What follows belongs to an exercise in optimizing a design on an open flow for small area, a short achievable clock period and few clock cycles; a production flow would make more cautious choices.
RTL that was checked went through simulation tests only; none was proved equivalent to the original.
Only the layout flow was run in runs 6 to 8; the RTL was not checked for function there.
Power is estimated from default activity; no workload was simulated.

==> config.mk <==
export PLATFORM = sky130hd
export DESIGN_NAME = EditDistance
export DESIGN_NICKNAME = EditDistance
export VERILOG_FILES = /design/flow/design.v
export SDC_FILE = /design/flow/constraint.sdc
export NUM_CORES = 4
export LEC_CHECK = 0
export CAP_MARGIN = 20
export CORE_MARGIN = 2
export CORE_UTILIZATION = 40
export CTS_BUF_LIST = sky130_fd_sc_hd__clkbuf_16
export CTS_CLUSTER_DIAMETER = 100
export CTS_CLUSTER_SIZE = 30
export SETUP_SLACK_MARGIN = 3.1
export SLEW_MARGIN = 20
==> design.v <==
`timescale 1ns / 1ps
module EditDistance(
output wire [31:0] addr_rom_0,
input  wire [1:0]  data_o_0,
output wire [31:0] addr_rom_1,
input  wire [1:0]  data_o_1,
input  wire clk,
input  wire rst,
output reg         result_en,
output wire [31:0] result_addr,
output wire [31:0] result
);
localparam P    = 16;         
localparam N    = 1640;       
localparam W    = N - P + 1;  
localparam NB   = 2;          
localparam CW   = P / NB;     
reg        ph;
reg [10:0] cnt;
reg        done;
reg [10:0] raddr;
reg        ld1, ld2;          
always @(posedge clk) begin
    if (rst) begin
        ph    <= 1'b0;
        cnt   <= 11'd0;
        done  <= 1'b0;
        result_en <= 1'b0;
        raddr <= 11'd0;
    end else begin
        if (!ph && cnt[3:0] == 4'd15) begin
            ph  <= 1'b1;
            cnt <= 11'd0;
        end else begin
            cnt <= cnt + 11'd1;
        end
        if (ph && cnt == (11'd19 + NB) && !done)
            result_en <= 1'b1;
        if (result_en) begin
            raddr <= raddr + 11'd1;
            if (raddr == W - 1) begin
                result_en <= 1'b0;
                done <= 1'b1;
            end
        end
    end
end
always @(posedge clk) begin
    ld1 <= !ph;
    ld2 <= ld1;
end
assign addr_rom_0  = {21'd0, cnt};
assign addr_rom_1  = {28'd0, cnt[3:0]};
assign result_addr = {21'd0, raddr};
reg [1:0] pat [0:P-1];
always @(posedge clk) begin : pat_shift
    integer j;
    if (ld2) begin
        pat[P-1] <= data_o_1;
        for (j = 0; j < P-1; j = j + 1) pat[j] <= pat[j+1];
    end
end
wire [1:0] tsel [0:NB-1];
assign tsel[0] = data_o_0;
genvar g;
for (g = 1; g < NB; g = g + 1) begin : tdel
    reg [1:0] q;
    if (g == 1) begin : d1
        always @(posedge clk) q <= data_o_0;
    end else begin : dn
        always @(posedge clk) q <= tdel[g-1].q;
    end
    assign tsel[g] = q;
end
reg [P-1:0] m;
always @(posedge clk) begin : match
    integer j;
    for (j = 0; j < P; j = j + 1) m[j] <= (tsel[j / CW] == pat[j]);
end
wire [P-1:0] vr [0:P];
genvar r, k, c;
for (k = 0; k < P; k = k + 1) begin : top
    assign vr[0][k] = (k % 2 == 1);           
end
for (r = 1; r <= P; r = r + 1) begin : row
    reg [P-1:0] vq;
    wire [NB:0] aout;              
    reg  [NB:0] aq;
    always @(posedge clk) aq <= aout;
    assign aout[0] = 1'b0;
    for (k = 0; k < NB; k = k + 1) begin : blk
        wire [CW:0] a;                 
        assign a[0] = (k == 0) ? ((r % 2) == 1) : aq[k];
        for (c = 0; c < CW; c = c + 1) begin : cl
            localparam J = k*CW + c;
            wire mm = m[J];
            wire v  = vr[r-1][J];
            if ((r + J) % 2 == 0) begin : ev
                assign a[c+1] = ~((mm | a[c]) & v);
                always @(posedge clk) vq[J] <= ~((~mm & v) | a[c]);
            end else begin : od
                assign a[c+1] = ~((a[c] & ~mm) | v);
                always @(posedge clk) vq[J] <= ~((mm | v) & a[c]);
            end
        end
        assign aout[k+1] = a[CW];
    end
    assign vr[r] = vq;
end
wire [P-1:0] nbr16;
for (k = 0; k < P; k = k + 1) begin : fix
    assign nbr16[k] = (k % 2 == 0) ? ~vr[P][k] : vr[P][k];
end
localparam HALF = 8;
localparam G    = P / HALF;
function [3:0] popg;
input [7:0] v;
reg [7:0] s;
reg x;
begin
    s = v;
    x = s[0] & s[1]; s[1] = s[0] | s[1]; s[0] = x;
    x = s[2] & s[3]; s[3] = s[2] | s[3]; s[2] = x;
    x = s[0] & s[2]; s[2] = s[0] | s[2]; s[0] = x;
    x = s[1] & s[3]; s[3] = s[1] | s[3]; s[1] = x;
    x = s[1] & s[2]; s[2] = s[1] | s[2]; s[1] = x;
    x = s[4] & s[5]; s[5] = s[4] | s[5]; s[4] = x;
    x = s[6] & s[7]; s[7] = s[6] | s[7]; s[6] = x;
    x = s[4] & s[6]; s[6] = s[4] | s[6]; s[4] = x;
    x = s[5] & s[7]; s[7] = s[5] | s[7]; s[5] = x;
    x = s[5] & s[6]; s[6] = s[5] | s[6]; s[5] = x;
    x = s[0] & s[4]; s[4] = s[0] | s[4]; s[0] = x;
    x = s[2] & s[6]; s[6] = s[2] | s[6]; s[2] = x;
    x = s[2] & s[4]; s[4] = s[2] | s[4]; s[2] = x;
    x = s[1] & s[5]; s[5] = s[1] | s[5]; s[1] = x;
    x = s[3] & s[7]; s[7] = s[3] | s[7]; s[3] = x;
    x = s[3] & s[5]; s[5] = s[3] | s[5]; s[3] = x;
    x = s[1] & s[2]; s[2] = s[1] | s[2]; s[1] = x;
    x = s[3] & s[4]; s[4] = s[3] | s[4]; s[3] = x;
    x = s[5] & s[6]; s[6] = s[5] | s[6]; s[5] = x;
    popg[0] = (s[7] & ~s[6]) | (s[5] & ~s[4]) | (s[3] & ~s[2]) | (s[1] & ~s[0]);
    popg[1] = (s[6] & ~s[5]) | (s[5] & ~s[4]) | (s[2] & ~s[1]) | (s[1] & ~s[0]);
    popg[2] = (s[4] & ~s[3]) | (s[3] & ~s[2]) | (s[2] & ~s[1]) | (s[1] & ~s[0]);
    popg[3] = (s[0]);
end
endfunction
wire [4-1:0] pal [0:G-1];
for (k = 0; k < G; k = k + 1) begin : grp
    localparam DL = NB - 1 - (k * HALF) / CW;    
    reg [4-1:0] pc [0:DL];
    always @(posedge clk) pc[0] <= popg(nbr16[k*HALF +: HALF]);
    for (c = 1; c <= DL; c = c + 1) begin : dly
        always @(posedge clk) pc[c] <= pc[c-1];
    end
    assign pal[k] = pc[DL];
end
reg [4:0] zeros;
always @(posedge clk) begin : tot
    integer j;
    reg [4:0] z;
    z = 5'd0;
    for (j = 0; j < G; j = j + 1) z = z + pal[j];
    zeros <= z;
end
assign result = {26'd0, zeros, 1'b0};
endmodule
==> constraint.sdc <==
create_clock -name core_clock -period 5.0 [get_ports {clk}]
set_input_delay 1.0000 -clock core_clock [delete_from_list [all_inputs] [get_ports {clk}]]
set_output_delay 1.0000 -clock core_clock [all_outputs]
set_load 0.01 [all_outputs]
==> run.sh <==
#!/bin/bash
# synth_recipe.tcl (not shown) runs the flow's synth.tcl, then flattens the netlist and writes it again
# the make line also repeats each setting of config.mk as NAME=value (left out here)
make -C /OpenROAD-flow-scripts/flow DESIGN_CONFIG=/design/flow/config.mk WORK_HOME=/design/flow/orfs CLKGATE_MAP_FILE= SYNTH_SCRIPT=/design/flow/synth_recipe.tcl finish
==> results by group, run 1 <==
Pwr
  • Reg power frac: 0.538
  • Internal power: 5.65 mW
  • Combinational share of power: 0.276
  • Sw Ratio: 0.319
  • VDD IR max: 0.000280 V
  • Leakage power: 6.30 nW
  • Clock power share: 0.187
  • NetSw: 2.64 mW
  • Pwr Density: 533 nW/um2

Yosys
  • Top_reg_cell synth: dfxtp_1
  • Mapped Cells: 1448
  • Synthesized flop and latch total: 366
  • Syn_area_per_cell: 9.55 um2
  • Register area share after synthesis: 0.553
  • Synth warnings: 4
  • Async SR Flop Fraction: 0
  • Syn Std Cell Area: 13800 um2
  • Synth cell types: 59
  • Post-synth EDFFs: 32

Setup path
  • CP Launch Type: flip-flop
  • Crit path capture type: flip-flop
  • Max stage delay cell, worst path: or4_4
  • Critical path, cell by cell: nand2b_4 -> a21o_1 -> o22a_1 -> or2_4 -> ha_4 -> nor3b_1 -> or4_4
  • Biggest cell delay along the critical path: 0.47 ns
  • Worst Path Arrival: 2.44 ns
  • Crit path from: row[16].vq[14]$_DFF_P_
  • Crit path required time: 5.39 ns
  • Crit path max-delay family: simple AND/OR/NAND/NOR gates
  • Setup CP Type: flip-flop to flip-flop
  • CP Buf/Inv Count: 0
  • Critical Path Fanout Max: 4
  • Origin of the critical flop-to-flop path: row[16].vq[14]$_DFF_P_

Clock tree
  • TritonCTS clock tree: yes
  • Worst-path clk slew: 0.11 ns
  • Bufs on Longest Clock Path: 3
  • Clock root cell: clkbuf_16
  • Total CTS buffers: 16
  • H-tree levels: 1
  • CTS sink count: 366
  • Clock latency on the worst-skew pair: 0.51 ns

Timing
  • Highest clock rate: 0.486 GHz
  • Final hold violations: 0
  • Max Clock Skew: 0.0138 ns
  • Slew HR: 0.530
  • Final TNS setup: 0 ns
  • Final min period: 2.06 ns
  • RSZ-0062 raised after global routing: true
  • Setup-failing EPs final: 0
  • Worst-Margin Slew: 0.704 ns
  • Max Slew Vio Count: 0
  • Final period util: 0.412

Die
  • Ports: 135
  • Die H: 190 um
  • Cell Rows: 68
  • Chip width: 190 um
  • Initial Util: 0.403
  • Core ar.: 34300 um2
  • Die Area: 36100 um2

Cells and area
  • Area Growth Syn to Fin: 12.3%
  • Nets: 1519
  • Share of layout cells above drive strength 1: 0.147
  • Ant diodes: 0
  • Fill cell count: 3253
  • Final Util: 0.453

Routing
  • DRT iter0 DRCs: 526
  • WL per Instance: 13.1 um
  • First drt pass iteration count: 4
  • Routed Antenna Nets: 0
  • Vias: 9576
  • DRC Markers: 0
  • Final wirelength: 25700 um
  • Vias/cell: 4.88

Global routing
  • Initial antenna violation count: 0
  • All-Layer GR Usage: 0.140
  • Vias in the first global route: 8919
  • Largest net degree at the start of global routing: 33
  • Grt ovf: 0
  • First-pass GRT wire length: 43200 um

Min path
  • Worst Hold Class: flip-flop to flip-flop
  • Hold Crit Start: grp[0].pc[0][1]$_DFF_P_

Outcome
  • Status: no timing/DRC/antenna violations

Place
  • GPL Wtd Cong: 0.770
  • I/O Buffers: 37
  • Post-DP HPWL: 17400 um

Run
  • Max cap viols: 0
[cell families (layout without fill, tap and decap cells)]
| family | after synthesis | after routing | synth area share |
|---|---|---|---|
| fa+ha+maj | 14 | 14 | 0.0130 |
| other cells | 1 | 97 | 0.000271 |
| simple gates | 324 | 324 | 0.111 |
| flops | 366 | 366 | 0.553 |
| mux | 2 | 2 | 0.00145 |
| buf+inv | 214 | 176 | 0.0857 |
| xor+xnor | 50 | 50 | 0.0317 |
| compound gates | 477 | 477 | 0.204 |
[flip-flops by register name, summed over array words and instances, names as in the netlist, 2 cells and up]
name,count
tdel.q,2
zeros,5
row.aq,16
cnt,11
raddr,11
grp.pc,12
row.vq,256
pat,32
m,16
[power by group through the flow]
| stage | logic (mW) | clock network (mW) | registers (mW) |
|---|---|---|---|
| floorplan | 1.72 | 0 | 4.31 |
| global placement | 1.97 | 0 | 4.48 |
| detailed placement | 2.00 | 0 | 4.49 |
| CTS | 2.19 | 1.62 | 4.44 |
| global route | 2.61 | 1.72 | 4.58 |
| finish | 2.29 | 1.55 | 4.46 |
[final cells by class]
| class | count | area [um2] | area share |
|---|---|---|---|
| inverters | 60 | 256 | 0.0165 |
| repair buffers | 90 | 806 | 0.0519 |
| flip-flops and latches | 366 | 7770 | 0.500 |
| clock buffers | 18 | 450 | 0.0290 |
| clock inverters | 6 | 37.5 | 0.00242 |
| repair inverters | 2 | 12.5 | 0.000805 |
| well taps | 455 | 569 | 0.0366 |
| multi-input cells | 964 | 5630 | 0.362 |
[layer usage]
metal / global-route usage / share of wire / wire length [um]
met1: 0.196 / 0.49 / 12600
met2: 0.230 / 0.46 / 11900
met3: 0.0173 / 0.032 / 835
met4: 0.0328 / 0.016 / 401
met5: 0 / 0 / 0
[worst paths after layout]
path	to	slack, ns	cells past startpoint
min reg2reg	grp[0].pc[1][1]$_DFF_P_	0.34	0
min	grp[0].pc[1][1]$_DFF_P_	0.34	0
max reg2reg	grp[1].pc[0][0]$_DFF_P_	2.94	7
max	grp[1].pc[0][0]$_DFF_P_	2.94	7
[cells in the mapped netlist, types with 3 or more instances]
cell type,n,share of area
buf_4,101,0.055
o22ai_1,15,0.0068
ha_1,12,0.011
a221o_1,8,0.0058
nor3_1,8,0.0029
a21boi_0,7,0.0038
nor2b_1,25,0.011
o31ai_1,9,0.0049
nand2b_1,21,0.0095
or3_1,6,0.0027
nor3b_1,5,0.0027
buf_2,3,0.0011
a22o_1,7,0.0044
a21oi_1,181,0.065
xor2_1,43,0.027
clkinv_1,7,0.0019
nand3_1,8,0.0029
edfxtp_1,32,0.069
clkbuf_1,46,0.012
o21ai_0,153,0.055
nor4_1,6,0.0027
a31oi_1,9,0.0041
or2_2,10,0.0045
nor2_1,116,0.031
a21o_1,7,0.0038
and2_1,4,0.0018
a41oi_1,7,0.0044
buf_1,4,0.0011
xnor2_1,7,0.0044
dfxtp_1,334,0.48
a221oi_1,12,0.0076
nand4_1,7,0.0032
o221ai_1,15,0.0095
o31a_1,7,0.0044
inv_1,53,0.014
o21bai_1,23,0.012
a2bb2oi_1,9,0.0057
nand2_1,88,0.024
and3_1,7,0.0032
[metrics by stage]
| stage | worst slack, ns | cell area [um2] | hold slack, ns | power, mW | instances |
|---|---|---|---|---|---|
| finish | 2.94 | 15500 | 0.336 | 8.29 | 1961 |
| detailed placement | 2.46 | 14300 | 0.312 | 6.49 | 1887 |
| global route | 2.87 | 15500 | 0.353 | 8.91 | 1961 |
| CTS | 2.96 | 15300 | 0.338 | 8.24 | 1952 |
| global placement | 2.49 | 14300 | 0.312 | 6.45 | 1887 |
| floorplan | 3.09 | 14300 | 0.310 | 6.02 | 1544 |
[timing repair]
action	4_1_cts	5_1_grt
gates resized for setup	252	44
gates cloned	1	1
pin swaps	17	16
setup buffers	40	8
hold buffers	0	0
setup endpoints to repair	195	110
[layout by cell type, fill, tap and decap left out, drive strengths merged, types with 9 or more instances in the layout]
cell	count
ha	12
xor2	43
conb	97
o21bai	23
inv	55
a221oi	12
nand2b	22
clkbuf	19
edfxtp	32
dfxtp	334
or2	10
a2bb2oi	9
a21oi	181
nand2	88
o21ai	153
o31ai	9
a31oi	9
buf	84
nor2b	26
nor2	116
o22ai	15
o221ai	15
[worst register-to-register path: stages, from the launching register on]
cell	delay [ns]
dfxtp_2	0.35
nand2b_4	0.16
a21o_1	0.17
o22a_1	0.22
or2_4	0.28
ha_4	0.16
nor3b_1	0.13
or4_4	0.47
Testbench counts, summed over its fixed seeds: cycles 53,248.
==> run 2, diff against run 1 <==
--- a/config.mk
+++ b/config.mk
@@ -9,3 +9,3 @@
 export CORE_MARGIN = 2
-export CORE_UTILIZATION = 40
+export CORE_UTILIZATION = 70
 export CTS_BUF_LIST = sky130_fd_sc_hd__clkbuf_16
@@ -13,3 +13,4 @@
 export CTS_CLUSTER_SIZE = 30
-export SETUP_SLACK_MARGIN = 3.1
+export PLACE_DENSITY = 0.8
+export SETUP_SLACK_MARGIN = 2.9
 export SLEW_MARGIN = 20
==> run 2 against run 1 <==
  * Still clean on timing, DRC and antenna
  * Sequential share of layout area is 2.6 points higher
  * Routed wire length increased by 1.9%
  * Core utilization rose by 31 points
  * Maximum frequency increased by 1.1%
  * Synthesized cell count did not move
  * Sequential cell count unchanged
  * Clock skew rose by 0.015 ns
  * Die area shrank 42%
  * Sequential power about the same
  * Critical path type unchanged
==> results by group, run 2 <==
Yosys
  • Area contributors post-synth: dfxtp_1 (48%), edfxtp_1 (6.9%), a21oi_1 (6.5%), o21ai_0 (5.5%), buf_4 (5.5%)
  • Synth cell types: 59
  • Synth warnings: 4
  • Most frequent cell after synthesis: dfxtp_1
  • Syn Std Cell Area: 13800 um2
  • Cell taking the most area after synthesis: dfxtp_1
  • Post-synth EDFFs: 32
  • Register area share after synthesis: 0.553
  • Synth top area share: 0.483
  • Mapped Cells: 1448
  • Synthesized flop and latch total: 366
  • Async SR Flop Fraction: 0
  • Syn_area_per_cell: 9.55 um2
  • Top_reg_cell synth: dfxtp_1
  • Synth top cells by count: dfxtp_1 (334), a21oi_1 (181), o21ai_0 (153)

Cells and area
  • Most frequent cells in the layout: dfxtp_1 (287), a21oi_1 (179), o21ai_0 (151)
  • Max FFs per register: 256
  • Largest regs: row.vq: 256 flops, pat: 32 flops
  • Ant diodes: 0
  • Largest reg by FF count: row.vq
  • Share of layout cells above drive strength 1: 0.116
  • Area Growth Syn to Fin: 6.41%
  • Nets: 1499
  • Commonest non-fill, non-tap cell in the layout: dfxtp_1

Pwr
  • Clock power share: 0.188
  • NetSw: 2.60 mW
  • Pwr Density: 546 nW/um2
  • Sw Ratio: 0.323
  • VDD IR max: 0.000411 V
  • Leakage power: 6.16 nW
  • Reg power frac: 0.557
  • Combinational share of power: 0.255
  • Internal power: 5.43 mW
  • Total power: 8.03 mW

Routing
  • First drt pass iteration count: 5
  • Routed Antenna Nets: 0
  • Final wirelength: 26200 um
  • DRC Markers: 0
  • Vias/cell: 5.64
  • Vias: 9857
  • DRT iter0 DRCs: 516
  • WL per Instance: 15.0 um

Timing
  • Final min period: 2.04 ns
  • Worst-Margin Slew: 0.755 ns
  • Final period util: 0.407
  • Slew HR: 0.496
  • Highest clock rate: 0.491 GHz
  • Setup-failing EPs final: 0
  • Final TNS setup: 0 ns
  • Max Clock Skew: 0.0285 ns
  • Max Slew Vio Count: 0
  • Final hold violations: 0
  • RSZ-0062 raised after global routing: false

Setup path
  • Origin of the critical flop-to-flop path: row[16].vq[1]$_DFF_P_
  • Critical Path Fanout Max: 7
  • Crit path capture type: flip-flop
  • Setup CP Type: flip-flop to flip-flop
  • R2r setup slk: 2.96 ns
  • Worst Path Arrival: 2.45 ns
  • Critical path, cell by cell: or3b_2 -> o311a_1 -> and2_1 -> ha_1 -> nor2b_1 -> a2111o_1
  • Crit path from: row[16].vq[1]$_DFF_P_
  • Crit path required time: 5.41 ns
  • CP Launch Type: flip-flop
  • CP Buf/Inv Count: 0
  • Crit path max-delay family: simple AND/OR/NAND/NOR gates
  • Max stage delay cell, worst path: or3b_2
  • Biggest cell delay along the critical path: 0.50 ns

Global routing
  • Largest net degree at the start of global routing: 33
  • First-pass GRT wire length: 42100 um
  • All-Layer GR Usage: 0.244
  • Initial antenna violation count: 0
  • Grt ovf: 0
  • Vias in the first global route: 9011

Clock tree
  • CTS Hold Bufs: 0
  • TritonCTS clock tree: yes
  • Clock root cell: clkbuf_16
  • Clock latency on the worst-skew pair: 0.52 ns
  • Bufs on Longest Clock Path: 3
  • CTS sink count: 366
  • Total CTS buffers: 16
  • H-tree levels: 1
  • Worst-path clk slew: 0.11 ns

Run
  • Max cap viols: 0

Die
  • Cell Rows: 51
  • Chip width: 145 um
  • Die H: 145 um
  • Die Area: 20900 um2
  • Initial Util: 0.713
  • Ports: 135
  • Core ar.: 19400 um2

Place
  • Post-DP HPWL: 17500 um
  • GPL Wtd Cong: 0.826
  • I/O Buffers: 37

Min path
  • Hold Crit Start: ld1$_DFF_P_
  • Worst Hold Class: flip-flop to flip-flop

Outcome
  • Status: no timing/DRC/antenna violations
[run 2: changes by cell type in the layout (fill, tap and decap cells not counted), sizes merged, moves of 2 or more]
cell	before	now
buf	84	62
inv	55	59
clkinv	8	5
clkinvlp	5	2
clkbuf	19	21
[run 2: final cells by class]
cell class,instances,area [um2]
Clock buffer,17,425
Sequential cell,366,7750
Inverter,60,240
Timing Repair Buffer,71,468
Fill cell,1398,4680
Clock inverter,5,45.0
Tap cell,265,332
Multi-Input combinational cell,964,5460
Timing Repair inverter,1,5.00
[run 2: routing by layer]
layer	vias up	wire (um)	share of wire	GRT usage
li1	4895	-	-	-
met1	4758	11800	0.45	0.325
met2	172	13100	0.50	0.432
met3	32	930	0.035	0.0268
met4	0	328	0.013	0.0562
met5	-	0	0	0
[run 2: power by group through the flow]
stage | clock [mW] | combinational (mW) | sequential, mW
floorplan | 0 | 1.68 | 4.29
global placement | 0 | 1.88 | 4.47
detailed placement | 0 | 1.96 | 4.50
CTS | 1.54 | 2.01 | 4.44
global route | 1.64 | 2.32 | 4.59
finish | 1.51 | 2.05 | 4.48
[run 2: stage by stage]
stage / cells / instance area [um2] / util / setup slack, ns / hold WS (ns)
after floorplan: 1544 / 14200 / - / 2.91 / 0.310
after global placement: 1696 / 14000 / 0.720 / 2.51 / 0.312
after detailed placement: 1696 / 14000 / 0.720 / 2.44 / 0.312
after CTS: 1742 / 14800 / 0.761 / 2.90 / 0.337
after global routing: 1749 / 14700 / 0.759 / 2.88 / 0.351
final: 1749 / 14700 / 0.759 / 2.96 / 0.337
[run 2: repair_timing]
item,4_1_cts,5_1_grt
gates resized for setup,153,66
endpoints found under the setup margin,141,103
pin swaps,1,7
buffers inserted,24,6
cloned,0,1
[run 2: final timing paths]
| kind | depth (start not counted) | to |
|---|---|---|
| setup / recovery | 6 | grp[0].pc[0][0]$_DFF_P_ |
| hold / removal | 0 | ld2$_DFF_P_ |
| setup reg to reg | 6 | grp[0].pc[0][0]$_DFF_P_ |
| hold reg to reg | 0 | ld2$_DFF_P_ |
[run 2: logic make-up after synthesis]
group | after synthesis | synth area share
AO/OA/AOI/OAI | 477 | 0.204
flip-flops | 366 | 0.553
AND/OR/NAND/NOR | 324 | 0.111
buffers and inverters | 214 | 0.0857
XOR/XNOR | 50 | 0.0317
adder cells (fa/ha/maj) | 14 | 0.0130
multiplexers | 2 | 0.00145
other | 1 | 0.000271
==> run 3, diff against run 2 <==
--- a/config.mk
+++ b/config.mk
@@ -9,3 +9,3 @@
 export CORE_MARGIN = 2
-export CORE_UTILIZATION = 70
+export CORE_UTILIZATION = 60
 export CTS_BUF_LIST = sky130_fd_sc_hd__clkbuf_16
@@ -13,3 +13,2 @@
 export CTS_CLUSTER_SIZE = 30
-export PLACE_DENSITY = 0.8
 export SETUP_SLACK_MARGIN = 2.9
==> run 3 against run 2 <==
  * Critical path type is now flip-flop to primary output
  * Synthesized area stayed put
  * Sequential power about the same
  * Critical path depth is 5 lower
==> results by group, run 3 <==
Routing
  • Vias/cell: 5.51
  • DRT iter0 DRCs: 478
  • Routed Antenna Nets: 0
  • DRC Markers: 0
  • WL per Instance: 14.7 um
  • Final wirelength: 26100 um
  • Vias: 9745
  • First drt pass iteration count: 5

Setup path
  • Biggest cell delay along the critical path: 0.31 ns
  • Origin of the critical flop-to-flop path: row[16].vq[8]$_DFF_P_
  • Worst Path Arrival: 1.06 ns
  • Setup CP Type: flip-flop to primary output
  • RR Endpoint: grp[1].pc[0][0]$_DFF_P_
  • Critical Path Fanout Max: 1
  • Worst-case reg-to-reg path depth: 8
  • Critical path depth in cells: 1
  • Crit path capture type: primary output
  • Max stage delay cell, worst path: dfxtp_1
  • Critical path, cell by cell: dlygate4sd2_1
  • CP Buf/Inv Count: 1
  • Crit path required time: 4.00 ns
  • Crit path max-delay family: flip-flops
  • R2r setup slk: 2.97 ns
  • CP Launch Type: flip-flop

Clock tree
  • CTS Hold Bufs: 0
  • Total CTS buffers: 16
  • TritonCTS clock tree: yes
  • Clock root cell: clkbuf_16
  • Bufs on Longest Clock Path: 3
  • H-tree levels: 1
  • CTS sink count: 366
  • Clock latency on the worst-skew pair: 0.51 ns
  • Worst-path clk slew: 0.10 ns

Global routing
  • Largest net degree at the start of global routing: 33
  • Vias in the first global route: 9143
  • First-pass GRT wire length: 43000 um
  • All-Layer GR Usage: 0.212
  • Grt ovf: 0
  • Initial antenna violation count: 0

Outcome
  • Status: no timing/DRC/antenna violations

Die
  • Chip width: 156 um
  • Die H: 156 um
  • Initial Util: 0.611
  • Core ar.: 22600 um2
  • Cell Rows: 55
  • Ports: 135
  • Die Area: 24300 um2

Pwr
  • Pwr Density: 543 nW/um2
  • Reg power frac: 0.555
  • Total power: 8.02 mW
  • Internal power: 5.44 mW
  • Combinational share of power: 0.255
  • Sw Ratio: 0.321
  • Clock power share: 0.189
  • Leakage power: 6.17 nW
  • NetSw: 2.58 mW
  • VDD IR max: 0.000312 V

Timing
  • Final hold violations: 0
  • RSZ-0062 raised after global routing: true
  • Max Slew Vio Count: 0
  • Slew HR: 0.461
  • Final min period: 2.06 ns
  • Worst-Margin Slew: 0.807 ns
  • Highest clock rate: 0.485 GHz
  • Final period util: 0.413
  • Final TNS setup: 0 ns
  • Max Clock Skew: 0.0243 ns
  • Setup-failing EPs final: 0

Cells and area
  • Area Growth Syn to Fin: 6.72%
  • Largest reg by FF count: row.vq
  • Fill cell count: 1928
  • Most frequent cells in the layout: dfxtp_1 (291), a21oi_1 (178), o21ai_0 (151)
  • Largest regs: row.vq: 256 flops, pat: 32 flops
  • Max FFs per register: 256
  • Commonest non-fill, non-tap cell in the layout: dfxtp_1
  • Final Util: 0.652
  • Share of layout cells above drive strength 1: 0.112
  • Nets: 1499
  • Ant diodes: 0

Yosys
  • Cell taking the most area after synthesis: dfxtp_1
  • Register area share after synthesis: 0.553
  • Most frequent cell after synthesis: dfxtp_1
  • Synthesized flop and latch total: 366
  • Top_reg_cell synth: dfxtp_1
  • Syn_area_per_cell: 9.55 um2
  • Post-synth EDFFs: 32
  • Mapped Cells: 1448
  • Synth warnings: 4
  • Synth cell types: 59
  • Async SR Flop Fraction: 0
  • Syn Std Cell Area: 13800 um2
  • Synth top area share: 0.483
  • Synth top cells by count: dfxtp_1 (334), a21oi_1 (181), o21ai_0 (153)
  • Area contributors post-synth: dfxtp_1 (48%), edfxtp_1 (6.9%), a21oi_1 (6.5%), o21ai_0 (5.5%), buf_4 (5.5%)

Min path
  • Worst Hold Class: flip-flop to flip-flop
  • WHS Endpoint: grp[0].pc[1][0]$_DFF_P_
  • Worst Hold Depth: 0
  • Hold Crit Start: grp[0].pc[0][0]$_DFF_P_

Place
  • Post-DP HPWL: 17700 um
  • I/O Buffers: 37
  • GPL Wtd Cong: 0.776

Run
  • Max cap viols: 0
run 3: cell types whose count changed in the layout (fill, tap and decap cells not counted), moves of 2 or more:
cell	delta
dfxtp_1	+4
dfxtp_2	-4
buf_2	-3
clkdlybuf4s15_1	+2
run 3: area by class of cell:
class                           count  area [um2]  area share
Clock buffer                       17         425      0.0288
Clock inverter                      6        42.5     0.00288
Inverter                           60         236      0.0160
Multi-Input combinational cell    964        5470       0.370
Sequential cell                   366        7740       0.524
Tap cell                          285         357      0.0242
Timing Repair Buffer               72         495      0.0336
run 3: timing repair:
action                                  CTS  global route
setup buffers                            25             4
pin swaps                                 1             5
endpoints found under the setup margin  152           105
resized for setup                       154            55
run 3: cell families after synthesis:
logic type               share of synthesized area
multiplexers                               0.00145
XOR/XNOR                                    0.0317
other                                     0.000271
buffers and inverters                       0.0857
flip-flops                                   0.553
AND/OR/NAND/NOR                              0.111
adder cells (fa/ha/maj)                     0.0130
AO/OA/AOI/OAI                                0.204
run 3: power groups by stage:
stage	clock [mW]	combinational [mW]	sequential, mW
floorplan	0	1.68	4.29
finish	1.52	2.05	4.45
global placement	0	1.93	4.48
global route	1.66	2.33	4.56
detailed placement	0	1.98	4.49
CTS	1.56	2.02	4.42
run 3: worst max path at each step:
stage,start,end,slack (ns)
6_report,zeros[0]$_DFF_P_,result[1],2.94
5_1_grt,row[16].vq[3]$_DFF_P_,grp[0].pc[0][0]$_DFF_P_,2.87
4_1_cts,cnt[4]$_SDFF_PP0_,addr_rom_0[4],2.90
3_5_place_dp,m[14]$_DFF_P_,row[8].vq[15]$_DFF_P_,2.39
3_3_place_gp,m[9]$_DFF_P_,row[10].vq[14]$_DFF_P_,2.43
2_1_floorplan,row[16].vq[14]$_DFF_P_,grp[1].pc[0][2]$_DFF_P_,2.91
run 3: stage by stage:
| stage | area (um2) | worst slack (ns) | hold slack (ns) | cells |
|---|---|---|---|---|
| after global routing | 14800 | 2.87 | 0.343 | 1770 |
| final | 14800 | 2.94 | 0.336 | 1770 |
| after floorplan | 14200 | 2.91 | 0.310 | 1544 |
| after detailed placement | 14000 | 2.39 | 0.314 | 1718 |
| after CTS | 14700 | 2.90 | 0.338 | 1766 |
| after global placement | 14000 | 2.43 | 0.311 | 1718 |
run 3: layer usage:
metal	vias up	GRT usage	share of wire
li1	4898	-	-
met1	4674	0.291	0.48
met2	145	0.366	0.48
met3	28	0.0206	0.027
met4	0	0.0454	0.013
met5	-	0	0
==> run 4, diff against run 3 <==
--- a/config.mk
+++ b/config.mk
@@ -9,3 +9,3 @@
 export CORE_MARGIN = 2
-export CORE_UTILIZATION = 60
+export CORE_UTILIZATION = 80
 export CTS_BUF_LIST = sky130_fd_sc_hd__clkbuf_16
@@ -13,2 +13,3 @@
 export CTS_CLUSTER_SIZE = 30
+export PLACE_DENSITY = 0.85
 export SETUP_SLACK_MARGIN = 2.9
==> run 4 against run 3 <==
  * Total power grew 1.7%
  * Largest power group unchanged
  * Cell count shrank 2.8%
  * Sequential power grew 0.9%
  * Worst hold slack lost 0.0037 ns
  * Core utilization grew 21 points
  * Synthesized cell count is the same
  * Sequential cell count is the same
  * First-iteration DRC count grew 67%
==> results by group, run 4 <==
Outcome
  • Status: no timing/DRC/antenna violations

Routing
  • First drt pass iteration count: 5
  • Vias: 10400
  • DRT iter0 DRCs: 798
  • Vias/cell: 6.07
  • WL per Instance: 17.0 um
  • DRC Markers: 0
  • Routed Antenna Nets: 0
  • Final wirelength: 29300 um

Min path
  • WHS Endpoint: grp[0].pc[1][3]$_DFF_P_
  • Worst Hold Class: flip-flop to flip-flop
  • Worst Hold Depth: 0
  • Hold Crit Start: grp[0].pc[0][3]$_DFF_P_

Yosys
  • Synth top cells by count: dfxtp_1 (334), a21oi_1 (181), o21ai_0 (153)
  • Top_reg_cell synth: dfxtp_1
  • Adder-cell area share of the yosys netlist: 0.0130
  • Mapped Cells: 1448
  • Syn Std Cell Area: 13800 um2
  • Most frequent cell after synthesis: dfxtp_1
  • Cell taking the most area after synthesis: dfxtp_1
  • Synthesized flop and latch total: 366
  • Register area share after synthesis: 0.553
  • Mux contribution to synthesized area: 0.00145
  • Synth top area share: 0.483
  • Combinational family with the most area after synthesis: compound AO/OA/AOI/OAI gates
  • Syn_area_per_cell: 9.55 um2
  • Area contributors post-synth: dfxtp_1 (48%), edfxtp_1 (6.9%), a21oi_1 (6.5%), o21ai_0 (5.5%), buf_4 (5.5%)
  • Synth cell types: 59
  • Post-synth EDFFs: 32
  • Synth warnings: 4
  • Synth Area in XOR/XNOR: 0.0317
  • Simple-gate area share of the yosys netlist: 0.111
  • Async SR Flop Fraction: 0
  • Synth Area in Compound Gates: 0.204

Place
  • Post-DP HPWL: 18000 um
  • Pre-CTS setup slack: 2.45 ns
  • Inst Count DP: 1658
  • GPL Wtd Cong: 0.864
  • I/O Buffers: 37

Cells and area
  • Sequential cell area: 7750 um2
  • Area of the multi-input gates: 5460 um2
  • Largest regs: row.vq: 256 flops, pat: 32 flops
  • Max FFs per register: 256
  • Fill cell count: 938
  • Nets: 1511
  • Most frequent cells in the layout: dfxtp_1 (290), a21oi_1 (179), o21ai_0 (151)
  • Final non-filler cell total: 1721
  • Largest reg by FF count: row.vq
  • Commonest non-fill, non-tap cell in the layout: dfxtp_1
  • Ant diodes: 0
  • Area Growth Syn to Fin: 7.00%
  • Share of layout cells above drive strength 1: 0.120

Timing
  • Max Clock Skew: 0.0251 ns
  • Highest clock rate: 0.461 GHz
  • Max Slew Vio Count: 0
  • Final min period: 2.17 ns
  • Worst-Margin Slew: 0.861 ns
  • Setup-failing EPs final: 0
  • Final period util: 0.434
  • Slew HR: 0.424
  • RSZ-0062 raised after global routing: true
  • Final hold violations: 0
  • Final WS setup: 2.83 ns
  • Final TNS setup: 0 ns

Global routing
  • Initial antenna violation count: 0
  • Largest net degree at the start of global routing: 33
  • Grt ovf: 0
  • All-Layer GR Usage: 0.300
  • Vias in the first global route: 9658
  • First-pass GRT wire length: 45300 um

Pwr
  • Leakage power: 6.22 nW
  • VDD IR max: 0.000508 V
  • Pwr Density: 551 nW/um2

Setup path
  • Most used cell, CP: inv_1
  • Worst-case reg-to-reg path depth: 8
  • Worst Path Arrival: 2.55 ns
  • Setup CP Type: flip-flop to flip-flop
  • Critical Path Fanout Max: 4
  • Origin of the critical flop-to-flop path: row[16].vq[8]$_DFF_P_
  • Biggest cell delay along the critical path: 0.43 ns
  • R2r setup slk: 2.83 ns
  • Crit path required time: 5.38 ns
  • RR Endpoint: grp[1].pc[0][0]$_DFF_P_
  • Critical path, cell by cell: inv_1 -> maj3_1 -> a21oi_2 -> or2_4 -> inv_1 -> ha_1 -> nor2b_1 -> or4_1
  • Crit path capture type: flip-flop
  • CP Launch Type: flip-flop
  • Max stage delay cell, worst path: or4_1

Die
  • Chip width: 135 um
  • Die Area: 18400 um2
  • Core ar.: 17100 um2
  • Ports: 135
  • Cell Rows: 48
  • Initial Util: 0.808
  • Die H: 135 um

Clock tree
  • Total CTS buffers: 16
  • Bufs on Longest Clock Path: 3
  • Worst-path clk slew: 0.11 ns
  • H-tree levels: 1
  • CTS Hold Bufs: 0
  • Clock latency on the worst-skew pair: 0.50 ns
  • CTS sink count: 366
  • Clock root cell: clkbuf_16
  • TritonCTS clock tree: yes

Run
  • Max cap viols: 0
run 4: cell types whose count changed in the layout (fill, tap and decap cells not counted), moves of 2 or more:
cell             previous run  this run
buf_4                      35        45
clkbuf_2                    3         8
clkdlybuf4s15_2             1         3
buf_6                       0         2
dfxtp_2                    27        25
buf_2                      25        19
dfxtp_4                    16        19
run 4: kinds of logic (layout without fill, tap and decap cells):
| kind of cell | count (synthesis) | count (layout) |
|---|---|---|
| DFF | 366 | 366 |
| and+or+nand+nor | 324 | 324 |
| adders and majority gates | 14 | 14 |
| AOI/OAI and AO/OA | 477 | 477 |
| xor gates and xnor gates | 50 | 50 |
| other | 1 | 97 |
| buffers and inverters | 214 | 166 |
| muxes | 2 | 2 |
run 4: worst max-delay path by stage:
stage / startpoint / to / slack (ns) / cells past startpoint
floorplan: row[16].vq[14]$_DFF_P_ / grp[1].pc[0][2]$_DFF_P_ / 2.91 / 7
global placement: rst / cnt[6]$_SDFF_PP0_ / 2.52 / 3
detailed placement: m[1]$_DFF_P_ / row[10].vq[6]$_DFF_P_ / 2.45 / 6
CTS: result_en$_SDFF_PP0_ / result_en / 2.80 / 1
global route: row[16].vq[11]$_DFF_P_ / grp[1].pc[0][0]$_DFF_P_ / 2.74 / 9
finish: row[16].vq[8]$_DFF_P_ / grp[1].pc[0][0]$_DFF_P_ / 2.83 / 8
run 4: timing repair:
| item | CTS | global route |
|---|---|---|
| pin swaps | 1 | 9 |
| cloned | 0 | 1 |
| endpoints found under the setup margin | 158 | 98 |
| gates resized for setup | 145 | 67 |
| buffers inserted | 29 | 11 |
run 4: where the power goes:
part | internal, mW | switching, mW
Sequential | 3.85 | 0.640
Combinational | 0.970 | 1.20
Clock | 0.631 | 0.867
Total | 5.45 | 2.70
run 4: area by class of cell:
cell class,instances,area share
Timing Repair inverter,1,0.000338
Multi-Input combinational cell,964,0.369
Clock inverter,5,0.00304
Sequential cell,366,0.524
Tap cell,225,0.0190
Timing Repair Buffer,83,0.0400
Clock buffer,17,0.0287
Inverter,60,0.0162
run 4: worst max-delay path, delay by kind of cell, from the launching register on:
family | cells | cell delay [ns]
fa+ha+maj | 2 | 0.57
buf+inv | 2 | 0.12
flops | 1 | 0.40
compound gates | 1 | 0.21
simple gates | 3 | 0.75
run 4: metrics by stage:
step / instance area [um2] / power (mW) / hold slack, ns / util
floorplan: 14200 / 5.97 / 0.310 / -
global placement: 13900 / 6.34 / 0.311 / 0.814
detailed placement: 13900 / 6.49 / 0.313 / 0.814
CTS: 14700 / 8.02 / 0.347 / 0.861
global route: 14800 / 8.64 / 0.348 / 0.865
finish: 14800 / 8.16 / 0.333 / 0.865
run 4: metal layers:
metal	wire length (um)	global-route usage
met5	0	0
met4	605	0.0735
met3	1500	0.0333
met2	15200	0.549
met1	12000	0.380
==> run 5, diff against run 4 <==
--- a/config.mk
+++ b/config.mk
@@ -9,3 +9,3 @@
 export CORE_MARGIN = 2
-export CORE_UTILIZATION = 80
+export CORE_UTILIZATION = 40
 export CTS_BUF_LIST = sky130_fd_sc_hd__clkbuf_16
@@ -13,3 +13,2 @@
 export CTS_CLUSTER_SIZE = 30
-export PLACE_DENSITY = 0.85
 export SETUP_SLACK_MARGIN = 2.9
==> run 5 against run 4 <==
  * Critical path type unchanged
  * First-iteration DRC count is 43% lower
  * Clock skew is 0.00097 ns higher
  * Critical endpoint unchanged
  * Critical path depth up 1
  * Sequential share of layout area fell by 0.73 points
  * Global-route usage shrank 16 points
  * Maximum frequency grew 4.0%
  * Sequential power down 0.9%
  * Still clean
==> results by group, run 5 <==
Outcome
  • Status: no timing/DRC/antenna violations

Cells and area
  • Max FFs per register: 256
  • Commonest non-fill, non-tap cell in the layout: dfxtp_1
  • Share of layout cells above drive strength 1: 0.121
  • Fin area: 15000 um2
  • Largest regs: row.vq: 256 flops, pat: 32 flops
  • Ant diodes: 0
  • Most frequent cells in the layout: dfxtp_1 (288), a21oi_1 (179), o21ai_0 (150)
  • Area Growth Syn to Fin: 8.55%
  • Nets: 1502
  • Largest reg by FF count: row.vq

Setup path
  • Crit path required time: 5.41 ns
  • Most used cell, CP: o21ai_1
  • Origin of the critical flop-to-flop path: row[16].vq[8]$_DFF_P_
  • Max stage delay cell, worst path: or4_1
  • Setup CP Type: flip-flop to flip-flop
  • Worst Path Arrival: 2.49 ns
  • Crit path capture type: flip-flop
  • R2r setup slk: 2.91 ns
  • RR Endpoint: grp[1].pc[0][0]$_DFF_P_
  • CP Launch Type: flip-flop
  • Worst-case reg-to-reg path depth: 9
  • Critical path, cell by cell: nor3b_4 -> nand2_2 -> a21oi_2 -> o21ai_1 -> o21ai_1 -> nand2_1 -> ha_2 -> nor3b_1 -> or4_1
  • Critical Path Fanout Max: 5
  • Biggest cell delay along the critical path: 0.48 ns

Yosys
  • Synthesized flop and latch total: 366
  • Syn Std Cell Area: 13800 um2
  • Synth cell types: 59
  • Cell taking the most area after synthesis: dfxtp_1
  • Syn_area_per_cell: 9.55 um2
  • Synth top cells by count: dfxtp_1 (334), a21oi_1 (181), o21ai_0 (153)
  • Synth top area share: 0.483
  • Most frequent cell after synthesis: dfxtp_1
  • Mapped Cells: 1448
  • Area contributors post-synth: dfxtp_1 (48%), edfxtp_1 (6.9%), a21oi_1 (6.5%), o21ai_0 (5.5%), buf_4 (5.5%)
  • Top_reg_cell synth: dfxtp_1
  • Synth warnings: 4
  • Async SR Flop Fraction: 0
  • Register area share after synthesis: 0.553
  • Post-synth EDFFs: 32

Pwr
  • Combinational share of power: 0.256
  • Reg power frac: 0.557
  • Internal power: 5.42 mW
  • Sw Ratio: 0.322
  • Total power: 7.99 mW
  • Clock power share: 0.187
  • VDD IR max: 0.000227 V
  • Leakage power: 6.16 nW
  • Pwr Density: 532 nW/um2
  • NetSw: 2.58 mW

Min path
  • Worst Hold Class: flip-flop to flip-flop
  • WHS Endpoint: grp[0].pc[1][1]$_DFF_P_
  • Worst Hold Depth: 0
  • Hold Crit Start: grp[0].pc[0][1]$_DFF_P_

Place
  • Placed cell area: 14200 um2
  • I/O Buffers: 37
  • GPL Wtd Cong: 0.769
  • Post-DP HPWL: 17400 um

Routing
  • WL per Instance: 12.9 um
  • First drt pass iteration count: 5
  • DRC Markers: 0
  • Final wirelength: 25100 um
  • Vias: 9478
  • Routed Antenna Nets: 0
  • DRT iter0 DRCs: 458
  • Vias/cell: 4.88

Timing
  • Final hold violations: 0
  • Max Clock Skew: 0.0260 ns
  • Max Slew Vio Count: 0
  • Setup-failing EPs final: 0
  • Worst-Margin Slew: 0.735 ns
  • Final period util: 0.417
  • RSZ-0062 raised after global routing: true
  • Highest clock rate: 0.479 GHz
  • Final min period: 2.09 ns
  • Slew HR: 0.509
  • Final TNS setup: 0 ns

Die
  • Core ar.: 34300 um2
  • Die H: 190 um
  • Chip width: 190 um
  • Ports: 135
  • Die Area: 36100 um2
  • Initial Util: 0.403
  • Cell Rows: 68

Clock tree
  • H-tree levels: 1
  • CTS Hold Bufs: 0
  • TritonCTS clock tree: yes
  • Total CTS buffers: 16
  • CTS sink count: 366
  • Bufs on Longest Clock Path: 3
  • Clock root cell: clkbuf_16
  • Clock latency on the worst-skew pair: 0.52 ns
  • Worst-path clk slew: 0.11 ns

Global routing
  • Grt ovf: 0
  • Vias in the first global route: 8778
  • Initial antenna violation count: 0
  • All-Layer GR Usage: 0.137
  • First-pass GRT wire length: 42600 um
  • Largest net degree at the start of global routing: 33

Run
  • Max cap viols: 0
==> run 5: changes by cell type in the layout (fill, tap and decap cells not counted), sizes merged <==
cell,change
clkdlybuf4s50,+1
dlymetal6s2s,-1
clkbuf,-5
inv,+1
clkinvlp,+1
clkinv,+1
buf,-3
clkdlybuf4s15,-2
==> run 5: through the flow <==
stage	utilization	worst slack (ns)	hold WS (ns)	std cells
after detailed placement	0.415	2.47	0.312	1887
final	0.438	2.91	0.338	1944
after floorplan	-	2.91	0.310	1544
after CTS	0.436	2.76	0.338	1935
after global placement	0.415	2.49	0.311	1887
after global routing	0.438	2.79	0.347	1944
==> run 5: power groups by stage <==
stage	clock (mW)	sequential, mW	combinational (mW)
6_report	1.49	4.45	2.05
5_1_grt	1.66	4.58	2.36
4_1_cts	1.56	4.43	2.02
3_5_place_dp	0	4.48	1.96
3_3_place_gp	0	4.47	1.93
2_1_floorplan	0	4.29	1.68
==> run 5: kinds of logic (layout without fill, tap and decap cells) <==
family / count (synthesis) / after routing / synth area share
other: 1 / 97 / 0.000271
AOI/OAI and AO/OA: 477 / 477 / 0.204
buffers and inverters: 214 / 159 / 0.0857
DFF: 366 / 366 / 0.553
xor gates and xnor gates: 50 / 50 / 0.0317
adders and majority gates: 14 / 14 / 0.0130
and+or+nand+nor: 324 / 324 / 0.111
muxes: 2 / 2 / 0.00145
==> run 5: worst max path at each step <==
| stage | startpoint | end | slack (ns) |
|---|---|---|---|
| 6_report | row[16].vq[8]$_DFF_P_ | grp[1].pc[0][0]$_DFF_P_ | 2.91 |
| 5_1_grt | row[16].vq[8]$_DFF_P_ | grp[1].pc[0][0]$_DFF_P_ | 2.79 |
| 4_1_cts | result_en$_SDFF_PP0_ | result_en | 2.76 |
| 3_5_place_dp | rst | cnt[8]$_SDFF_PP0_ | 2.47 |
| 3_3_place_gp | rst | cnt[6]$_SDFF_PP0_ | 2.49 |
| 2_1_floorplan | row[16].vq[14]$_DFF_P_ | grp[1].pc[0][2]$_DFF_P_ | 2.91 |
==> run 5: timing repair <==
item                                    in CTS  in global routing
gates resized for setup                    167                 57
endpoints found under the setup margin     163                 99
pin swaps                                    2                 10
gates cloned                                 0                  1
buffers inserted                            24                  8
==> run 5: worst max-delay path: cells and delay by family (launching register included) <==
| family | cells | cell delay [ns] |
|---|---|---|
| adder cells (fa/ha/maj) | 1 | 0.19 |
| AND/OR/NAND/NOR | 5 | 1.06 |
| flip-flops | 1 | 0.38 |
| AO/OA/AOI/OAI | 3 | 0.35 |
==> run 5: area by class of cell <==
type	instances	area, um2
Timing Repair Buffer	74	500
Multi-Input combinational cell	964	5490
Tap cell	455	569
Fill cell	3316	19300
Sequential cell	366	7750
Clock buffer	16	400
Inverter	60	243
Clock inverter	8	60.1
Timing Repair inverter	1	5.00
==> run 5: layer usage <==
layer / global-route usage / wire [um]
met5: 0 / 0
met3: 0.0166 / 769
met4: 0.0253 / 334
met2: 0.231 / 11400
met1: 0.189 / 12600
==> run 6, diff against run 5 <==
--- a/design.v
+++ b/design.v
@@ -21,3 +21,4 @@
 reg [10:0] raddr;
-reg        ld1, ld2;          
+localparam [10:0] FIRST = 11'd19 + NB;
+localparam [10:0] LAST  = W - 1;
 always @(posedge clk) begin
@@ -36,3 +37,3 @@
         end
-        if (ph && cnt == (11'd19 + NB) && !done)
+        if (ph && (cnt & FIRST) == FIRST && !done)
             result_en <= 1'b1;
@@ -40,3 +41,3 @@
             raddr <= raddr + 11'd1;
-            if (raddr == W - 1) begin
+            if ((raddr & LAST) == LAST) begin
                 result_en <= 1'b0;
@@ -47,6 +48,3 @@
 end
-always @(posedge clk) begin
-    ld1 <= !ph;
-    ld2 <= ld1;
-end
+wire ld = !ph || cnt[10:1] == 10'd0;
 assign addr_rom_0  = {21'd0, cnt};
@@ -57,3 +55,3 @@
     integer j;
-    if (ld2) begin
+    if (ld) begin
         pat[P-1] <= data_o_1;
--- a/config.mk
+++ b/config.mk
@@ -9,3 +9,3 @@
 export CORE_MARGIN = 2
-export CORE_UTILIZATION = 40
+export CORE_UTILIZATION = 70
 export CTS_BUF_LIST = sky130_fd_sc_hd__clkbuf_16
@@ -13,2 +13,3 @@
 export CTS_CLUSTER_SIZE = 30
+export PLACE_DENSITY = 0.8
 export SETUP_SLACK_MARGIN = 2.9
==> run 6 against run 5 <==
  * Worst hold slack lost 0.0026 ns
  * Non-clock buffer count unchanged
  * Maximum frequency grew 0.48%
  * Via count increased by 4.9%
  * Sequential power is essentially flat
  * Total power grew 1.7%
  * Clock power is essentially flat
  * First-iteration DRC count grew 36%
  * Critical path depth is 8 lower
  * Largest cell class unchanged
  * Largest power group unchanged
==> results by group, run 6 <==
Global routing
  • Largest net degree at the start of global routing: 33
  • Vias in the first global route: 9041
  • Initial antenna violation count: 0
  • All-Layer GR Usage: 0.233
  • Grt ovf: 0
  • First-pass GRT wire length: 42400 um

Yosys
  • Syn_area_per_cell: 9.58 um2
  • Post-synth EDFFs: 32
  • Synth top area share: 0.473
  • Register area share after synthesis: 0.542
  • Most frequent cell after synthesis: dfxtp_1
  • Async SR Flop Fraction: 0
  • Synthesized flop and latch total: 364
  • Area contributors post-synth: dfxtp_1 (47%), edfxtp_1 (6.8%), a21oi_1 (6.3%), buf_4 (5.6%), o21ai_0 (5.2%)
  • Synth warnings: 4
  • Mapped Cells: 1466
  • Syn Std Cell Area: 14000 um2
  • Synth cell types: 71
  • Synth top cells by count: dfxtp_1 (332), a21oi_1 (177), nor2_1 (161)
  • Cell taking the most area after synthesis: dfxtp_1
  • Top_reg_cell synth: dfxtp_1

Place
  • I/O Buffers: 37
  • Post-DP HPWL: 17400 um
  • GPL Wtd Cong: 0.828
  • Placed cell area: 14200 um2

Setup path
  • Crit path capture type: primary output
  • Max stage delay cell, worst path: dfxtp_2
  • Critical path, cell by cell: clkdlybuf4s15_2
  • Crit path max-delay family: flip-flops
  • Biggest cell delay along the critical path: 0.35 ns
  • CP Buf/Inv Count: 1
  • Critical Path Fanout Max: 2
  • Setup CP Type: flip-flop to primary output
  • Worst Path Arrival: 1.08 ns
  • Crit path required time: 4.00 ns
  • CP Launch Type: flip-flop

Timing
  • Final period util: 0.415
  • Setup-failing EPs final: 0
  • RSZ-0062 raised after global routing: false
  • Final hold violations: 0
  • Max Clock Skew: 0.0168 ns
  • Max Slew Vio Count: 0
  • Worst-Margin Slew: 0.981 ns
  • Highest clock rate: 0.482 GHz
  • Final min period: 2.08 ns
  • Final TNS setup: 0 ns
  • Slew HR: 0.345

Clock tree
  • H-tree levels: 1
  • Total CTS buffers: 16
  • Clock root cell: clkbuf_16
  • Worst-path clk slew: 0.11 ns
  • TritonCTS clock tree: yes
  • Clock latency on the worst-skew pair: 0.51 ns
  • Bufs on Longest Clock Path: 3
  • CTS sink count: 364

Die
  • Die H: 146 um
  • Die Area: 21200 um2
  • Cell Rows: 51
  • Initial Util: 0.717
  • Core ar.: 19600 um2
  • Ports: 135
  • Chip width: 146 um

Routing
  • Vias: 9942
  • WL per Instance: 14.4 um
  • DRT iter0 DRCs: 625
  • DRC Markers: 0
  • Vias/cell: 5.63
  • Routed Antenna Nets: 0
  • First drt pass iteration count: 5
  • Final wirelength: 25500 um

Cells and area
  • Commonest non-fill, non-tap cell in the layout: dfxtp_1
  • Ant diodes: 0
  • Fin area: 15000 um2
  • Nets: 1515
  • Max FFs per register: 256
  • Largest regs: row.vq: 256 flops, pat: 32 flops
  • Most frequent cells in the layout: dfxtp_1 (292), a21oi_1 (175), nor2_1 (160)
  • Share of layout cells above drive strength 1: 0.115
  • Largest reg by FF count: row.vq
  • Area Growth Syn to Fin: 6.68%

Min path
  • Worst Hold Class: flip-flop to flip-flop

Pwr
  • Combinational share of power: 0.269
  • NetSw: 2.67 mW
  • Internal power: 5.46 mW
  • VDD IR max: 0.000347 V
  • Pwr Density: 543 nW/um2
  • Leakage power: 6.15 nW
  • Reg power frac: 0.546
  • Sw Ratio: 0.328
  • Clock power share: 0.184

Run
  • Max cap viols: 0

Outcome
  • Status: no timing/DRC/antenna violations
## run 6: timing repair
action | 4_1_cts | 5_1_grt
pin swaps | 0 | 2
gates resized for setup | 138 | 44
hold buffers | 0 | 0
setup buffers | 21 | 6
endpoints found under the setup margin | 100 | 130
## run 6: final cells by class
type | count | area [um2]
well taps | 265 | 332
clock buffers | 17 | 425
fillers | 1366 | 4610
clock inverters | 4 | 45.0
multi-input cells | 988 | 5690
flip-flops and latches | 364 | 7690
inverters | 54 | 206
repair buffers | 74 | 589
## run 6: metal layers
layer  global-route usage  wire length (um)  vias up
met5                    0                 0        -
met4               0.0471               255        0
met3               0.0238               919       23
met2                0.400             12300      199
met1                0.324             12000     4749
li1                     -                 -     4971
## run 6: kinds of logic after synthesis
| logic type | share of synthesized area |
|---|---|
| adder cells (fa/ha/maj) | 0.0103 |
| other | 0.000267 |
| XOR/XNOR | 0.0306 |
| AO/OA/AOI/OAI | 0.220 |
| AND/OR/NAND/NOR | 0.111 |
| multiplexers | 0.000713 |
| flip-flops | 0.542 |
| buffers and inverters | 0.0857 |
## run 6: final timing paths
kind	from	end	slack, ns	depth (start not counted)
worst max-delay path	raddr[4]$_SDFFE_PP0P_	result_addr[4]	2.92	1
worst min-delay path	grp[0].pc[0][1]$_DFF_P_	grp[0].pc[1][1]$_DFF_P_	0.34	0
worst max register to register	cnt[1]$_SDFF_PP0_	pat[11][1]$_DFFE_PP_	2.95	4
worst min register to register	grp[0].pc[0][1]$_DFF_P_	grp[0].pc[1][1]$_DFF_P_	0.34	0
## run 6: per-stage QoR
step                      total power, mW  utilization  instances  setup slack (ns)  hold slack (ns)
after global placement               6.45        0.725       1718              2.51            0.311
final                                8.13        0.764       1766              2.92            0.336
after floorplan                      6.08            -       1562              2.49            0.310
after detailed placement             6.55        0.725       1718              2.47            0.312
after global routing                 8.66        0.764       1766              2.89            0.343
after CTS                            8.05        0.761       1760              2.86            0.336
## run 6: power groups by stage
stage                     registers, mW  logic [mW]  clock network, mW
after floorplan                    4.28        1.80                  0
after global placement             4.44        2.01                  0
after detailed placement           4.47        2.08                  0
after CTS                          4.41        2.11               1.53
after global routing               4.55        2.48               1.63
final                              4.44        2.19               1.50
==> run 7, diff against run 6 <==
--- a/design.v
+++ b/design.v
@@ -73,2 +73,3 @@
 reg [P-1:0] m;
+wire [P-1:0] mn = ~m;
 always @(posedge clk) begin : match
@@ -95,8 +96,18 @@
             wire v  = vr[r-1][J];
-            if ((r + J) % 2 == 0) begin : ev
-                assign a[c+1] = ~((mm | a[c]) & v);
-                always @(posedge clk) vq[J] <= ~((~mm & v) | a[c]);
-            end else begin : od
-                assign a[c+1] = ~((a[c] & ~mm) | v);
-                always @(posedge clk) vq[J] <= ~((mm | v) & a[c]);
+            if (r == 1 || J == 0) begin : edge_cell
+                if ((r + J) % 2 == 0) begin : ev
+                    assign a[c+1] = ~((mm | a[c]) & v);
+                    always @(posedge clk) vq[J] <= ~((~mm & v) | a[c]);
+                end else begin : od
+                    assign a[c+1] = ~((a[c] & ~mm) | v);
+                    always @(posedge clk) vq[J] <= ~((mm | v) & a[c]);
+                end
+            end else begin : inner
+                wire vo;
+                if ((r + J) % 2 == 0) begin : ev
+                    EdCellE u (.a(a[c]), .v(v), .m(mm), .mn(mn[J]), .ao(a[c+1]), .vo(vo));
+                end else begin : od
+                    EdCellO u (.a(a[c]), .v(v), .m(mm), .mn(mn[J]), .ao(a[c+1]), .vo(vo));
+                end
+                always @(posedge clk) vq[J] <= vo;
             end
@@ -164 +175,11 @@
 endmodule
+module EdCellE(input wire a, input wire v, input wire m, input wire mn,
+               output wire ao, output wire vo);
+    assign ao = ~((m | a) & v);
+    assign vo = ~((mn & v) | a);
+endmodule
+module EdCellO(input wire a, input wire v, input wire m, input wire mn,
+               output wire ao, output wire vo);
+    assign ao = ~((a & mn) | v);
+    assign vo = ~((m | v) & a);
+endmodule
--- a/config.mk
+++ b/config.mk
@@ -16 +16,2 @@
 export SLEW_MARGIN = 20
+export SYNTH_HIERARCHICAL = 1
==> run 7 against run 6 <==
  * Still clean
  * Setup slack lost 0.0051 ns
  * Global-route usage shrank 2.6 points
  * Sequential share of layout area grew 2.7 points
  * Total power shrank 4.6%
  * Cell count shrank 10%
  * Largest cell class unchanged
==> results by group, run 7 <==
Outcome
  • Status: no timing/DRC/antenna violations

Clock tree
  • H-tree levels: 1
  • Worst-path clk slew: 0.11 ns
  • Clock root cell: clkbuf_16
  • Bufs on Longest Clock Path: 3
  • Total CTS buffers: 16
  • TritonCTS clock tree: yes
  • CTS Hold Bufs: 0
  • Clock latency on the worst-skew pair: 0.51 ns
  • CTS sink count: 364

Yosys
  • Syn_area_per_cell: 10.5 um2
  • Synth warnings: 10
  • Syn Std Cell Area: 13000 um2
  • Mapped Cells: 1246

Setup path
  • Setup CP Type: flip-flop to flip-flop
  • Critical Path Fanout Max: 5
  • Critical path, cell by cell: nor3b_4 -> buf_4 -> buf_6 -> a221oi_2 -> and2_4 -> or2_4 -> or3_1 -> a211o_1
  • Crit path capture type: flip-flop
  • Max stage delay cell, worst path: or3_1
  • Crit path from: row[16].vq[2]$_DFF_P_
  • Setup crit end: grp[0].pc[0][2]$_DFF_P_
  • Crit path required time: 5.41 ns
  • Origin of the critical flop-to-flop path: row[16].vq[2]$_DFF_P_
  • CP Launch Type: flip-flop
  • Worst Path Arrival: 2.49 ns
  • Worst-case reg-to-reg path depth: 8
  • Biggest cell delay along the critical path: 0.39 ns
  • RR Endpoint: grp[0].pc[0][2]$_DFF_P_
  • R2r setup slk: 2.92 ns

Routing
  • First drt pass iteration count: 5
  • WL per Instance: 13.5 um
  • Final wirelength: 21400 um
  • Vias: 8479
  • Routed Antenna Nets: 0
  • Vias/cell: 5.36
  • DRT iter0 DRCs: 488
  • DRC Markers: 0

Global routing
  • Grt ovf: 0
  • First-pass GRT wire length: 35200 um
  • Vias in the first global route: 7768
  • Initial antenna violation count: 0
  • Largest net degree at the start of global routing: 33
  • All-Layer GR Usage: 0.207

Timing
  • Final hold violations: 0
  • Slew HR: 0.548
  • Highest clock rate: 0.480 GHz
  • Worst hold slack: 0.337 ns
  • Setup-failing EPs final: 0
  • Max Slew Vio Count: 0
  • Final period util: 0.416
  • Final TNS setup: 0 ns
  • RSZ-0062 raised after global routing: true
  • Max Clock Skew: 0.0360 ns
  • Final min period: 2.08 ns
  • Worst-Margin Slew: 0.677 ns

Die
  • Initial Util: 0.720
  • Cell Rows: 49
  • Die Area: 19700 um2
  • Ports: 135
  • Core ar.: 18100 um2
  • Die H: 140 um
  • Chip width: 140 um

Pwr
  • Leakage power: 5.68 nW
  • Pwr Density: 545 nW/um2
  • VDD IR max: 0.000359 V

Cells and area
  • Largest reg by FF count: row.vq
  • Most frequent cells in the layout: dfxtp_1 (296), o21ai_1 (218), a21oi_1 (127)
  • Nets: 1365
  • Ant diodes: 0
  • Fill cell count: 1210
  • Largest regs: row.vq: 256 flops, pat: 32 flops
  • Share of layout cells above drive strength 1: 0.209
  • Max FFs per register: 256
  • Commonest non-fill, non-tap cell in the layout: dfxtp_1
  • Area Growth Syn to Fin: 9.14%

Min path
  • Worst Hold Class: flip-flop to flip-flop
  • Hold Crit Start: grp[0].pc[0][1]$_DFF_P_

Place
  • I/O Buffers: 37
  • GPL Wtd Cong: 0.776
  • Post-DP HPWL: 14300 um

Run
  • Max cap viols: 0
[run 7: timing repair]
item / in CTS / in global routing
buffers inserted: 37 / 19
pin swaps: 1 / 8
resized for setup: 148 / 36
setup endpoints to repair: 126 / 97
[run 7: report_power, final]
group	total, mW	internal, mW	switching (mW)
logic	1.88	0.872	1.01
clock network	1.48	0.632	0.849
registers	4.39	3.83	0.560
total	7.75	5.33	2.42
[run 7: per-stage QoR]
step | instances | instance area, um2 | power (mW) | util | worst slack [ns]
2_1_floorplan | 1342 | 13400 | 5.89 | - | 2.50
3_3_place_gp | 1503 | 13300 | 6.19 | 0.736 | 2.52
3_5_place_dp | 1503 | 13300 | 6.26 | 0.736 | 2.51
4_1_cts | 1564 | 14100 | 7.76 | 0.782 | 2.78
5_1_grt | 1583 | 14200 | 8.26 | 0.786 | 2.82
6_report | 1583 | 14200 | 7.75 | 0.786 | 2.92
[run 7: layout make-up]
class | count | area (um2) | area share
multi-input combinational | 835 | 4910 | 0.346
timing repair buffer | 100 | 716 | 0.0503
clock inverter | 7 | 52.6 | 0.00370
tap | 229 | 287 | 0.0202
inverter | 31 | 136 | 0.00959
sequential | 364 | 7690 | 0.541
clock buffer | 17 | 425 | 0.0299
[run 7: critical path: cells and delay by family, from the launching register on]
| kind | cells | cell delay (ns) |
|---|---|---|
| simple gates | 4 | 1.05 |
| flops | 1 | 0.37 |
| buf+inv | 2 | 0.26 |
| compound gates | 2 | 0.30 |
[run 7: how the worst min path moves through the flow]
stage | to | cells after the start
after floorplan | grp[0].pc[1][0]$_DFF_P_ | 0
after global placement | grp[0].pc[1][2]$_DFF_P_ | 0
after detailed placement | grp[0].pc[1][3]$_DFF_P_ | 0
after CTS | grp[0].pc[1][3]$_DFF_P_ | 0
after global routing | grp[0].pc[1][1]$_DFF_P_ | 0
final | grp[0].pc[1][1]$_DFF_P_ | 0
[run 7: metal layers]
metal,part of all wire,wire length [um],global-route usage,up-vias
met3,0.031,672,0.0301,26
met2,0.49,10600,0.364,135
li1,-,-,-,4387
met1,0.46,9850,0.275,3931
met5,0,0,0,-
met4,0.015,326,0.0431,0
==> run 8, diff against run 7 <==
--- a/config.mk
+++ b/config.mk
@@ -7,2 +7,3 @@
 export LEC_CHECK = 0
+export ABC_AREA = 1
 export CAP_MARGIN = 20
==> run 8 against run 7 <==
  * Still clean
  * Synthesized area down 0.81%
  * Worst hold slack worse by 0.0096 ns
  * Combinational power down 4%
  * Cell count up 3.6%
  * Die area down 0.78%
  * Global-route usage about the same
  * Routed wire length down 2.4%
  * Sequential cell count unchanged
  * Clock skew down 0.0020 ns
  * Setup slack worse by 0.0048 ns
  * Critical endpoint is now addr_rom_1[1]
  * Largest power group unchanged
==> results by group, run 8 <==
Outcome
  • Status: no timing/DRC/antenna violations

Setup path
  • CP Launch Type: flip-flop
  • Setup CP Type: flip-flop to primary output
  • Origin of the critical flop-to-flop path: m[8]$_DFF_P_
  • Crit path required time: 4.00 ns
  • Max stage delay cell, worst path: dfxtp_2
  • Critical path depth in cells: 2
  • Biggest cell delay along the critical path: 0.36 ns
  • Crit path capture type: primary output
  • R2r setup slk: 2.97 ns
  • Crit path from: cnt[1]$_SDFF_PP0_
  • Critical Path Fanout Max: 4
  • Crit path max-delay family: flip-flops
  • RR Endpoint: row[7].vq[15]$_DFF_P_
  • Critical path, cell by cell: buf_6 -> buf_6
  • Setup crit end: addr_rom_1[1]

Pwr
  • Leakage power: 5.80 nW
  • Pwr Density: 538 nW/um2

Cells and area
  • Max FFs per register: 256
  • Fill cell count: 1222
  • Commonest non-fill, non-tap cell in the layout: dfxtp_1
  • Final Util: 0.781
  • Most frequent cells in the layout: dfxtp_1 (305), o21ai_1 (215), a21oi_1 (126)
  • Ant diodes: 0
  • Largest reg by FF count: row.vq
  • Nets: 1423
  • Largest regs: row.vq: 256 flops, pat: 32 flops
  • Share of layout cells above drive strength 1: 0.185
  • Area Growth Syn to Fin: 9.03%

Timing
  • RSZ-0062 raised after global routing: true
  • Final min period: 2.09 ns
  • Max Clock Skew: 0.0340 ns
  • Final hold violations: 0
  • Worst hold slack: 0.327 ns
  • Final TNS setup: 0 ns
  • Final WS setup: 2.91 ns
  • Highest clock rate: 0.479 GHz
  • Worst-Margin Slew: 0.813 ns
  • Max Slew Vio Count: 0

Die
  • Ports: 135
  • Die Area: 19600 um2
  • Die H: 140 um
  • Core ar.: 18000 um2
  • Chip width: 140 um
  • Initial Util: 0.717

Place
  • Pre-CTS setup slack: 2.46 ns
  • Post-DP HPWL: 13800 um
  • GPL Wtd Cong: 0.808
  • I/O Buffers: 37

Clock tree
  • Clock root cell: clkbuf_16
  • Worst-path clk slew: 0.11 ns
  • CTS Hold Bufs: 0
  • Clock latency on the worst-skew pair: 0.51 ns
  • H-tree levels: 1
  • CTS sink count: 364
  • Total CTS buffers: 16
  • TritonCTS clock tree: yes
  • Bufs on Longest Clock Path: 3

Global routing
  • First-pass GRT wire length: 35300 um
  • All-Layer GR Usage: 0.207
  • Initial antenna violation count: 0
  • Vias in the first global route: 8220
  • Grt ovf: 0

Routing
  • DRC Markers: 0
  • Vias/cell: 5.35
  • Final wirelength: 20900 um
  • First drt pass iteration count: 5
  • WL per Instance: 12.8 um
  • Routed Antenna Nets: 0

Yosys
  • Syn_area_per_cell: 9.90 um2
  • Synth warnings: 10
-- run 8: metrics by stage --
| step | instance area, um2 | power (mW) | std cells |
|---|---|---|---|
| floorplan | 13300 | 5.75 | 1401 |
| global placement | 13200 | 5.99 | 1565 |
| detailed placement | 13200 | 6.11 | 1565 |
| CTS | 14000 | 7.59 | 1622 |
| global route | 14100 | 8.10 | 1640 |
| finish | 14100 | 7.58 | 1640 |
-- run 8: worst min-delay path by stage --
stage	endpoint	cells after the start	slack, ns	from
final	grp[0].pc[1][1]$_DFF_P_	0	0.33	grp[0].pc[0][1]$_DFF_P_
after global routing	grp[0].pc[1][1]$_DFF_P_	0	0.34	grp[0].pc[0][1]$_DFF_P_
after detailed placement	grp[0].pc[1][1]$_DFF_P_	0	0.31	grp[0].pc[0][1]$_DFF_P_
after CTS	grp[0].pc[1][1]$_DFF_P_	0	0.33	grp[0].pc[0][1]$_DFF_P_
after global placement	grp[0].pc[1][1]$_DFF_P_	0	0.31	grp[0].pc[0][1]$_DFF_P_
after floorplan	grp[0].pc[1][0]$_DFF_P_	0	0.31	grp[0].pc[0][0]$_DFF_P_
-- run 8: report_power, final --
part           switching [mW]  internal [mW]  total (mW)  leakage [nW]
clock                   0.846          0.631        1.48         0.248
sequential              0.476           3.82        4.29          3.11
combinational            1.03          0.773        1.81          2.43
-- run 8: cell type report --
| class | count | area (um2) | share of cell area |
|---|---|---|---|
| Sequential cell | 364 | 7680 | 0.545 |
| Multi-Input combinational cell | 847 | 4590 | 0.326 |
| Timing Repair Buffer | 97 | 728 | 0.0517 |
| Clock buffer | 17 | 425 | 0.0302 |
| Inverter | 80 | 334 | 0.0237 |
| Tap cell | 229 | 287 | 0.0203 |
| Clock inverter | 6 | 48.8 | 0.00346 |
-- run 8: repair_timing --
item / 4_1_cts / 5_1_grt
endpoints found under the setup margin: 107 / 81
pin swaps: 0 / 8
resized for setup: 141 / 35
buffers inserted: 34 / 18
-- run 8: metal layers --
layer	global-route usage	wire length [um]
met1	0.258	9430
met2	0.384	10500
met3	0.0262	680
met4	0.0458	291
met5	0	0

Re-timed with assumed drivers on the ports (clkbuf_16 on the clock, buf_2 on other inputs), run 8 has 2.870 ns of setup slack against 2.914 ns with ideal ports, and 2.484 ns once port delays also move by the mid clock arrival of 0.533 ns.
